What follows belongs to an exercise in optimizing a design on an open flow for small area; a production flow would make more cautious choices. RTL that was checked went through simulation tests only; none was proved equivalent to the original. No activity file was given, so power comes from the tool's default toggle rates.

==> flow/design.v (excerpt) <==
module uart_secded_top (
  input        clk,
  input        reset_n,              
  input        trans,
  input  [7:0] bus_data_in,
  output       tx,
  output [2:0] tx_status,            
  output       wait_request_write,
  input        rx,
  input        read_en,
  output [2:0] rx_status,            
  output       wait_request_read,
  output [9:0] rx_dout,              
  output       rx_valid              
);
Size: ~730 cells after synthesis, roughly 300 flip-flops, about 0.010 mm2 of cells after synthesis.
Settings: LEC_CHECK=0, CAP_MARGIN=20, CORE_MARGIN=2, CORE_UTILIZATION=40, SLEW_MARGIN=20; clock period 20.0 ns.
run.sh (not shown) runs the stock make flow with config.mk's settings and CLKGATE_MAP_FILE= SYNTH_SCRIPT=/design/flow/synth_recipe.tcl, a recipe that flattens the netlist after the stock synthesis.
Edit:
--- a/flow/design.v
+++ b/flow/design.v
@@ -982,37 +982,52 @@
     if (!reset_n) begin
       rlatch <= 1'b0; wreq <= 1'b0;
     end else begin
       rlatch <= ~tick & (read_en | rlatch);
       wreq   <= rlatch;
     end
   assign wait_request_read = read_en & wreq;
-  reg [159:0] orr;
-  reg [3:0]   owp, orp;
-  reg         ofull, oempty, opend;
-  wire        opush = join_ok & (~ofull | wreq);
-  wire        opop  = wreq & ~oempty;
-  wire        oins  = (join_ok & ~ofull & (owp == 4'd15)) | (opend & (owp == 4'd0));
+  reg [139:0] orr;
+  reg [9:0]   hd_q, nx_q;
+  reg [4:0]   ocnt;            
+  reg [3:0]   rwp, rrp;        
+  reg         nfetch, opend;
+  wire        ofull  = ocnt[4];
+  wire        oempty = (ocnt == 5'd0);
+  wire        opush  = join_ok & (~ofull | wreq);
+  wire        opop   = wreq & ~oempty;
+  wire        c0     = oempty;
+  wire        c1     = (ocnt == 5'd1);
+  wire        c2     = (ocnt == 5'd2);
+  wire        rpush  = opush & ~c0 & ~c1 & ~(c2 & opop);
+  wire        fetch  = nfetch & (rrp == 4'd13);
+  wire        oins   = (join_ok & ~ofull & (rwp == 4'd13)) | (opend & (rwp == 4'd0));
   always @(posedge clk)
-    orr <= {orr[149:0], oins ? wdata : orr[159:150]};
+    orr <= {orr[129:0], oins ? wdata : orr[139:130]};
+  always @(posedge clk) begin
+    if (tick & (c0 & opush | c1 & opush & opop)) hd_q <= wdata;
+    else if (tick & opop & ~c1)                  hd_q <= nx_q;
+    if (tick & opush & (c1 & ~opop | c2 & opop)) nx_q <= wdata;
+    else if (fetch)                              nx_q <= orr[139:130];
+  end
+  function [3:0] inc14(input [3:0] p, input two);
+    case (p)
+      4'd12:   inc14 = two ? 4'd0 : 4'd13;
+      4'd13:   inc14 = two ? 4'd1 : 4'd0;
+      default: inc14 = p + (two ? 4'd2 : 4'd1);
+    endcase
+  endfunction
   always @(posedge clk or negedge reset_n)
     if (!reset_n) begin
-      owp <= 4'd0; orp <= 4'd0; ofull <= 1'b0; oempty <= 1'b1; opend <= 1'b0;
+      ocnt <= 5'd0; rwp <= 4'd0; rrp <= 4'd0; nfetch <= 1'b0; opend <= 1'b0;
     end else begin
-      owp <= owp + {2'd0, tick & opush, ~(tick & opush)};
-      orp <= orp + {2'd0, tick & opop,  ~(tick & opop)};
+      rwp <= inc14(rwp, tick & rpush);
+      rrp <= inc14(rrp, fetch);
+      if (tick & opop & (opush ? ~c0 & ~c1 & ~c2 : ~c0 & ~c1 & ~c2)) nfetch <= 1'b1;
+      else if (fetch)                                 nfetch <= 1'b0;
       if (tick & join_ok & ofull & wreq) opend <= 1'b1;
-      else if (owp == 4'd0)              opend <= 1'b0;
-      if (tick) begin
-        if (opush & ~opop) begin
-          oempty <= 1'b0;
-          ofull  <= (owp + 4'd1 == orp);
-        end
-        if (opop & ~opush) begin
-          ofull  <= 1'b0;
-          oempty <= (orp + 4'd1 == owp);
-        end
-      end
+      else if (rwp == 4'd0)              opend <= 1'b0;
+      if (tick) ocnt <= ocnt + {4'd0, opush & ~opop} - {4'd0, opop & ~opush};
     end
-  assign rx_dout  = orr[orp * 10 +: 10];
+  assign rx_dout  = hd_q;
   assign rx_valid = ~oempty;
 endmodule
What happened:
- The changed run produced a clean layout
- clock skew is higher by 0.012 ns
- via count is lower by 2.8%
- count of clock-buffer cells in the layout is lower by 10
- setup slack loses 0.079 ns
- sequential cell count is higher by 4
- synthesized area is lower by 2.2%
- routed wire length is lower by 12%
- total power is lower by 1.5%
- design area is lower by 2.5%
- final cell count is higher by 2.2%
- die area is lower by 2.2%
- global-route usage is lower by 1.5 points
For the second run of this note, only the layout was checked, not whether the RTL still works.

lane 1:
uart_secded_top, a different RTL version from the one above (not shown whole).
For scale: ~560 cells after synthesis, about 300 flip-flops, roughly 33 I/O pins, ~8200 sq um of cells after synthesis.
Settings: LEC_CHECK=0, CAP_MARGIN=20, CORE_MARGIN=2, CORE_UTILIZATION=65, PLACE_DENSITY=0.75, SLEW_MARGIN=20; clock period 20.0 ns.
standard.sh (not shown) runs the stock make flow with config.mk's settings and CLKGATE_MAP_FILE= SYNTH_SCRIPT=/design/flow/synth_recipe.tcl, a recipe that flattens the netlist after the stock synthesis.
==> flow/flow/run.sh <==
#!/bin/bash
# The standard ORFS layout (standard.sh), with three changes:
#  * synthesis maps with an area-oriented ABC script (flow/abc_area.script)
#    in place of ORFS's speed script; everything else in synthesis is
#    unchanged, so the registers are those of the standard synthesis;
#    adders are left to ABC too (no ORFS adder cell mapping);
#  * port buffers are sky130_fd_sc_hd__buf_1;
#  * the clock tree is built from clkbuf_4 cells in clusters of up to 12
#    sinks, without dummy loads.
# Each tool's output is in orfs/logs/...; make's output is in standard.log.
set -euo pipefail
HERE=$(pwd)
rm -rf "$HERE/scripts"
cp -r "$FLOW_HOME/scripts" "$HERE/scripts"
cp "$HERE/flow/abc_area.script" "$HERE/scripts/abc_speed.script"
export SCRIPTS_DIR="$HERE/scripts"
export ADDER_MAP_FILE=
export BUFFER_PORTS_ARGS="-buffer_cell sky130_fd_sc_hd__buf_1"
export CTS_ARGS="-sink_clustering_enable -repair_clock_nets -buf_list sky130_fd_sc_hd__clkbuf_4 -root_buf sky130_fd_sc_hd__clkbuf_4 -tree_buf sky130_fd_sc_hd__clkbuf_4 -sink_clustering_size 12 -sink_clustering_max_diameter 45 -dont_use_dummy_load"
bash standard.sh > standard.log 2>&1
==> flow/flow/abc_area.script <==
&get -n
&st
&syn2
&dch
&nf -R 1000 -p -a -F 8 -A 8
&put
topo
dnsize -c
Lane 1 finished every step from synthesis to the final layout, and the layout passed the timing, DRC and antenna checks.
Setup changes, lane 1 to lane 2
--- a/flow/design.v
+++ b/flow/design.v
@@ -898,22 +898,25 @@
       3'd4:    cmask = 4'b1000;    
       default: cmask = 4'b0111;    
     endcase
   always @(posedge clk)
     if (t_data & (trp == 4'd15)) txbit <= ^(hd & cmask);
   always @(posedge clk or negedge reset_n)
     if (!reset_n) begin
-      tph <= 4'd0; txr <= 1'b1;
+      tph <= 4'd0; tsc <= 4'd0; txr <= 1'b1;
     end else if (tick) begin
-      if (t_idle)     tph <= tempty ? 4'd0 : 4'd5;
-      else if (t_end) tph <= tph + 4'd1;
+      if (t_idle) begin
+        tph <= tempty ? 4'd0 : 4'd5;
+        tsc <= 4'd0;
+      end else begin
+        if (t_end) tph <= tph + 4'd1;
+        tsc <= db4(tsc);
+      end
       txr <= ~t_start & (~t_data | txbit);
     end
-  always @(posedge clk)
-    if (tick) tsc <= t_idle ? 4'd0 : db4(tsc);
   assign tx        = txr;
   assign tx_status = {tx_done, tx_empty, tx_full};
   reg [3:0] rph, rsc;
   reg [7:0] rsh;
   wire      r_idle  = (rph == 4'd0);
   wire      r_start = (rph == 4'd5);
   wire      r_end   = (rsc == 4'd8);
Findings:
Fmax delta (lane 2 -> lane 1): insignificant
Between lane 2 and lane 1, it is lane 2 whose hold slack is higher, by 0.014 ns.
The lower proportion of cell area occupied by multi-input gates of lane 1 and lane 2 is in lane 1.
The total chip power of lane 1 and that of lane 2 are within noise of each other.
Row via count of the first global-routing pass: lane 2 higher / lane 1 lower
Comparing lane 2 with lane 1, the share of final layout cell area taken by non-clock buffers came out essentially unchanged.
Comparing lane 1 with lane 2, the minimum setup slack in the final design came out essentially unchanged.
Area of the die sits higher in lane 2 than in lane 1.
For post-route clock period utilization, lane 2 and lane 1 come out practically identical.
As of lane 2, first-iteration DRC count had risen by a few percent compared to lane 1.
The final layout from lane 2, which completed every stage, passed the timing, DRC and antenna checks at the end of the flow.
Lane 1 and lane 2 ended up with roughly the same sequential power.
Lane 2 — max-slew headroom at the worst pin 2.6 points higher, lane 1 as reference
Proportion of power drawn by combinational gates across lane 1 and lane 2: no real change.
Comparing lane 2 against lane 1, there is no change at all in level count of the clock H-tree.

Another version of the RTL of uart_secded_top (not shown whole).
Size in the first run: roughly 680 cells after synthesis, about 33 I/O pins, ~0.0093 mm2 of cells after synthesis.
Design uart_secded_top, start of the top module:
module uart_secded_top (
  input        clk,
  input        reset_n,              
  input        trans,
  input  [7:0] bus_data_in,
  output       tx,
  output [2:0] tx_status,            
  output       wait_request_write,
  input        rx,
  input        read_en,
  output [2:0] rx_status,            
  output       wait_request_read,
  output [9:0] rx_dout,              
  output       rx_valid              
);
==> module uart_secded_top, before the edit <==
module uart_secded_top (
  input        clk,
  input        reset_n,              
  input        trans,
  input  [7:0] bus_data_in,
  output       tx,
  output [2:0] tx_status,            
  output       wait_request_write,
  input        rx,
  input        read_en,
  output [2:0] rx_status,            
  output       wait_request_read,
  output [9:0] rx_dout,              
  output       rx_valid              
);
  reg  [4:0] tcnt;
  wire       tick = (tcnt == 5'd26);
  always @(posedge clk or negedge reset_n)
    if (!reset_n) tcnt <= 5'd0;
    else          tcnt <= tick ? 5'd0 : tcnt + 5'd1;
  reg       hol;           
  reg       twr;           
  reg       wn;            
  reg [3:0] nib;
  wire      tx_full, tx_empty, tx_done;
  wire      take = tick & trans & ~tx_full;
  always @(posedge clk or negedge reset_n)
    if (!reset_n) begin
      hol <= 1'b0;
      twr <= 1'b0;
      wn  <= 1'b0;
    end else begin
      wn <= take & hol;
      if (tick) twr <= trans & ~tx_full;
      if (take) hol <= ~hol;
    end
  always @(posedge clk)
    if (take) nib <= hol ? bus_data_in[7:4] : bus_data_in[3:0];
  assign wait_request_write = (trans & ~wn) | tx_full;
  reg [63:0] tr;
  reg [3:0]  twp, trp;
  reg        tfull, tempty;
  wire       tpush = twr & (~tfull | tx_done);
  wire       tpop  = tx_done & ~tempty;
  wire       tins  = tpush & (twp == 4'd15);
  always @(posedge clk)
    tr <= {tr[59:0], tins ? nib : tr[63:60]};
  always @(posedge clk or negedge reset_n)
    if (!reset_n) begin
      twp <= 4'd0; trp <= 4'd0; tfull <= 1'b0; tempty <= 1'b1;
    end else begin
      twp <= twp + {2'd0, tick & tpush, ~(tick & tpush)};
      trp <= trp + {2'd0, tick & tpop,  ~(tick & tpop)};
      if (tick) begin
        if (tpush & ~tpop) begin
          tempty <= 1'b0;
          tfull  <= (twp + 4'd1 == trp);
        end
        if (tpop & ~tpush) begin
          tfull  <= 1'b0;
          tempty <= (trp + 4'd1 == twp);
        end
      end
    end
  assign tx_full  = tfull;
  assign tx_empty = tempty;
  reg [7:0] tu;
  reg       txr;
  reg       txbit;
  wire       t_idle  = (tu == 8'd0);
  wire       t_start = (tu[7:4] == 4'd5);
  wire       t_stop  = (tu[7:5] == 3'd7);
  wire       t_data  = ~t_idle & ~t_start & ~t_stop;
  assign tx_done = (tu == 8'd255);
  wire [3:0] hd = tr[63:60];
  wire [7:0] code = {hd[0] ^ hd[1] ^ hd[2], hd[3], hd[2], hd[1],
                     hd[1] ^ hd[2] ^ hd[3], hd[0],
                     hd[0] ^ hd[2] ^ hd[3], hd[0] ^ hd[1] ^ hd[3]};
  wire [3:0] tbi = tu[7:4] - 4'd6;
  always @(posedge clk)
    if (t_data & (trp == 4'd15)) txbit <= code[tbi[2:0]];
  always @(posedge clk or negedge reset_n)
    if (!reset_n) begin
      tu <= 8'd0; txr <= 1'b1;
    end else if (tick) begin
      if (t_idle) tu <= tempty ? 8'd0 : 8'd80;
      else        tu <= tu + 8'd1;
      txr <= ~t_start & (~t_data | txbit);
    end
  assign tx        = txr;
  assign tx_status = {tx_done, tx_empty, tx_full};
  reg [7:0] rv;
  reg [7:0] rsh;
  wire      r_idle  = (rv == 8'd0);
  wire      r_start = (rv[7:3] == 5'd11);
  wire      rx_done = (rv == 8'd255);
  always @(posedge clk or negedge reset_n)
    if (!reset_n) rv <= 8'd0;
    else if (tick) begin
      if (r_idle)                rv <= rx ? 8'd0 : 8'd88;
      else if (r_start & rx)     rv <= 8'd0;
      else                       rv <= rv + 8'd1;
    end
  always @(posedge clk)
    if (tick & (rv[3:0] == 4'd15) & (rv[7:4] >= 4'd6) & (rv[7:4] <= 4'd13)) rsh <= {rx, rsh[7:1]};
  wire s0 = rsh[0] ^ rsh[2] ^ rsh[4] ^ rsh[6];
  wire s1 = rsh[1] ^ rsh[2] ^ rsh[5] ^ rsh[6];
  wire s2 = rsh[3] ^ rsh[4] ^ rsh[5] ^ rsh[6];
  wire [2:0] syn = {s2, s1, s0};
  wire par = ^rsh;
  wire de  = (syn != 3'd0) & ~par;
  wire ec  = par;
  wire [3:0] dd = {rsh[6] ^ (par & (syn == 3'd7)),
                   rsh[5] ^ (par & (syn == 3'd6)),
                   rsh[4] ^ (par & (syn == 3'd5)),
                   rsh[2] ^ (par & (syn == 3'd3))};
  reg       d1, d2;        
  reg       hph;           
  reg [5:0] lo;            
  always @(posedge clk or negedge reset_n)
    if (!reset_n) begin
      d1 <= 1'b0; d2 <= 1'b0; hph <= 1'b0;
    end else if (tick) begin
      d1 <= rx_done;
      d2 <= d1;
      if (d1) hph <= ~hph;
    end
  always @(posedge clk)
    if (tick & d1 & ~hph) lo <= {de, ec, dd};
  wire       join_ok = d2 & ~hph;
  wire [9:0] wdata   = {de | lo[5], ec | lo[4], dd, lo[3:0]};
  assign rx_status = {rx_done, ~(d1 | d2), 1'b0};
  reg rlatch, wreq;
  always @(posedge clk or negedge reset_n)
    if (!reset_n) begin
      rlatch <= 1'b0; wreq <= 1'b0;
    end else begin
      rlatch <= ~tick & (read_en | rlatch);
      wreq   <= rlatch;
    end
  assign wait_request_read = read_en & wreq;
  reg [139:0] orr;
  reg [9:0]   hd_q, nx_q;
  reg [4:0]   ocnt;            
  reg [3:0]   rwp, rrp;        
  reg         nfetch, opend;
  wire        ofull  = ocnt[4];
  wire        oempty = (ocnt == 5'd0);
  wire        opush  = join_ok & (~ofull | wreq);
  wire        opop   = wreq & ~oempty;
  wire        c0     = oempty;
  wire        c1     = (ocnt == 5'd1);
  wire        c2     = (ocnt == 5'd2);
  wire        rpush  = opush & ~c0 & ~(c1 & opop);
  wire        fetch  = nfetch & (rrp == 4'd13);
  wire        oins   = (join_ok & ~ofull & (rwp == 4'd13)) | (opend & (rwp == 4'd0));
  always @(posedge clk)
    orr <= {orr[129:0], oins ? wdata : orr[139:130]};
  always @(posedge clk) begin
    if (tick & (c0 & opush | c1 & opush & opop)) hd_q <= wdata;
    else if (tick & opop & ~c1)                  hd_q <= nx_q;
    if (fetch) nx_q <= orr[139:130];
  end
  function [3:0] inc14(input [3:0] p, input two);
    case (p)
      4'd12:   inc14 = two ? 4'd0 : 4'd13;
      4'd13:   inc14 = two ? 4'd1 : 4'd0;
      default: inc14 = p + (two ? 4'd2 : 4'd1);
    endcase
  endfunction
  always @(posedge clk or negedge reset_n)
    if (!reset_n) begin
      ocnt <= 5'd0; rwp <= 4'd0; rrp <= 4'd0; nfetch <= 1'b0; opend <= 1'b0;
    end else begin
      rwp <= inc14(rwp, tick & rpush);
      rrp <= inc14(rrp, fetch);
      if (tick & (opop ? ~c1 & ~(c2 & ~opush) : c1 & opush)) nfetch <= 1'b1;
      else if (fetch)                                 nfetch <= 1'b0;
      if (tick & join_ok & ofull & wreq) opend <= 1'b1;
      else if (rwp == 4'd0)              opend <= 1'b0;
      if (tick) ocnt <= ocnt + {4'd0, opush & ~opop} - {4'd0, opop & ~opush};
    end
  assign rx_dout  = hd_q;
  assign rx_valid = ~oempty;
endmodule
Settings: LEC_CHECK=0, CAP_MARGIN=20, CORE_MARGIN=2, CORE_UTILIZATION=40, SLEW_MARGIN=20; clock period 20.0 ns.
==> flow/flow/run.sh <==
#!/bin/bash
# Standard ORFS layout with smaller port buffers and a leaner clock tree.
set -euo pipefail
export BUFFER_PORTS_ARGS="-buffer_cell sky130_fd_sc_hd__buf_1"
export CTS_ARGS="-sink_clustering_enable -repair_clock_nets -buf_list sky130_fd_sc_hd__clkbuf_8 -root_buf sky130_fd_sc_hd__clkbuf_8 -sink_clustering_size 18 -sink_clustering_max_diameter 50 -dont_use_dummy_load"
bash standard.sh > standard.log 2>&1
The baseline passed the timing, DRC and antenna checks.
Change:
--- a/flow/design.v
+++ b/flow/design.v
@@ -970,7 +970,7 @@
   wire        c0     = oempty;
   wire        c1     = (ocnt == 5'd1);
   wire        c2     = (ocnt == 5'd2);
-  wire        rpush  = opush & ~c0 & ~(c1 & opop);
+  wire        rpush  = opush & ~c0 & ~c1 & ~(c2 & opop);
   wire        fetch  = nfetch & (rrp == 4'd13);
   wire        oins   = (join_ok & ~ofull & (rwp == 4'd13)) | (opend & (rwp == 4'd0));
   always @(posedge clk)
@@ -978,7 +978,8 @@
   always @(posedge clk) begin
     if (tick & (c0 & opush | c1 & opush & opop)) hd_q <= wdata;
     else if (tick & opop & ~c1)                  hd_q <= nx_q;
-    if (fetch) nx_q <= orr[139:130];
+    if (tick & opush & (c1 & ~opop | c2 & opop)) nx_q <= wdata;
+    else if (fetch)                              nx_q <= orr[139:130];
   end
   function [3:0] inc14(input [3:0] p, input two);
     case (p)
@@ -993,7 +994,7 @@
     end else begin
       rwp <= inc14(rwp, tick & rpush);
       rrp <= inc14(rrp, fetch);
-      if (tick & (opop ? ~c1 & ~(c2 & ~opush) : c1 & opush)) nfetch <= 1'b1;
+      if (tick & opop & (opush ? ~c0 & ~c1 & ~c2 : ~c0 & ~c1 & ~c2)) nfetch <= 1'b1;
       else if (fetch)                                 nfetch <= 1'b0;
       if (tick & join_ok & ofull & wreq) opend <= 1'b1;
       else if (rwp == 4'd0)              opend <= 1'b0;
After rerunning:
- The changed run went through all stages and came out clean
- cell area grows by 1.1%
- worst setup slack is better by 3.3 ps
- total power barely changes
- critical path depth is unchanged
- core utilization shrinks by 0.60 points
No functional check of the RTL was part of the second run of this note.

## afterwards: timing with drivers on the ports
The flow's constraints put no driver on any port. The routed layouts listed below were extracted and timed again, unchanged, in two steps. Step 1 (the two cells are an assumption about what drives the block):
set clk [get_ports {clk}]
set_driving_cell -lib_cell sky130_fd_sc_hd__clkbuf_16 $clk
set_driving_cell -lib_cell sky130_fd_sc_hd__buf_2 [delete_from_list [all_inputs] $clk]
Step 2 also shifts input and output timing later by t, the mid clock arrival at the registers, as if the neighbouring blocks saw the same clock. Three values: ideal, step 1, step 2; two values: the first two.
run	t (ns)	setup WS [ns]	clock arrival spread, ns	slew at the worst register clock pin (ns)	worst data-port slew with drivers (ns)
the first run of note 1	0.591	10.876 / 10.853 / 10.853	0.014 / 0.015	0.07 / 0.07	0.03
the second run of note 1	0.570	10.797 / 10.742 / 10.742	0.026 / 0.026	0.07 / 0.07	0.05
lane 1	0.637	11.637 / 11.610 / 11.610	0.043 / 0.043	0.11 / 0.11	0.03
lane 2	0.662	11.635 / 11.612 / 11.612	0.058 / 0.058	0.12 / 0.12	0.05
the first run of note 3	0.570	11.654 / 11.630 / 11.630	0.095 / 0.095	0.10 / 0.10	0.07
the second run of note 3	0.558	11.657 / 11.632 / 11.632	0.080 / 0.080	0.10 / 0.10	0.03
After both steps setup and hold are still met in every run listed. The setup slack of the second run of note 1, which loses most, moves by -0.055 ns with the drivers and by -0.055 ns with both steps.
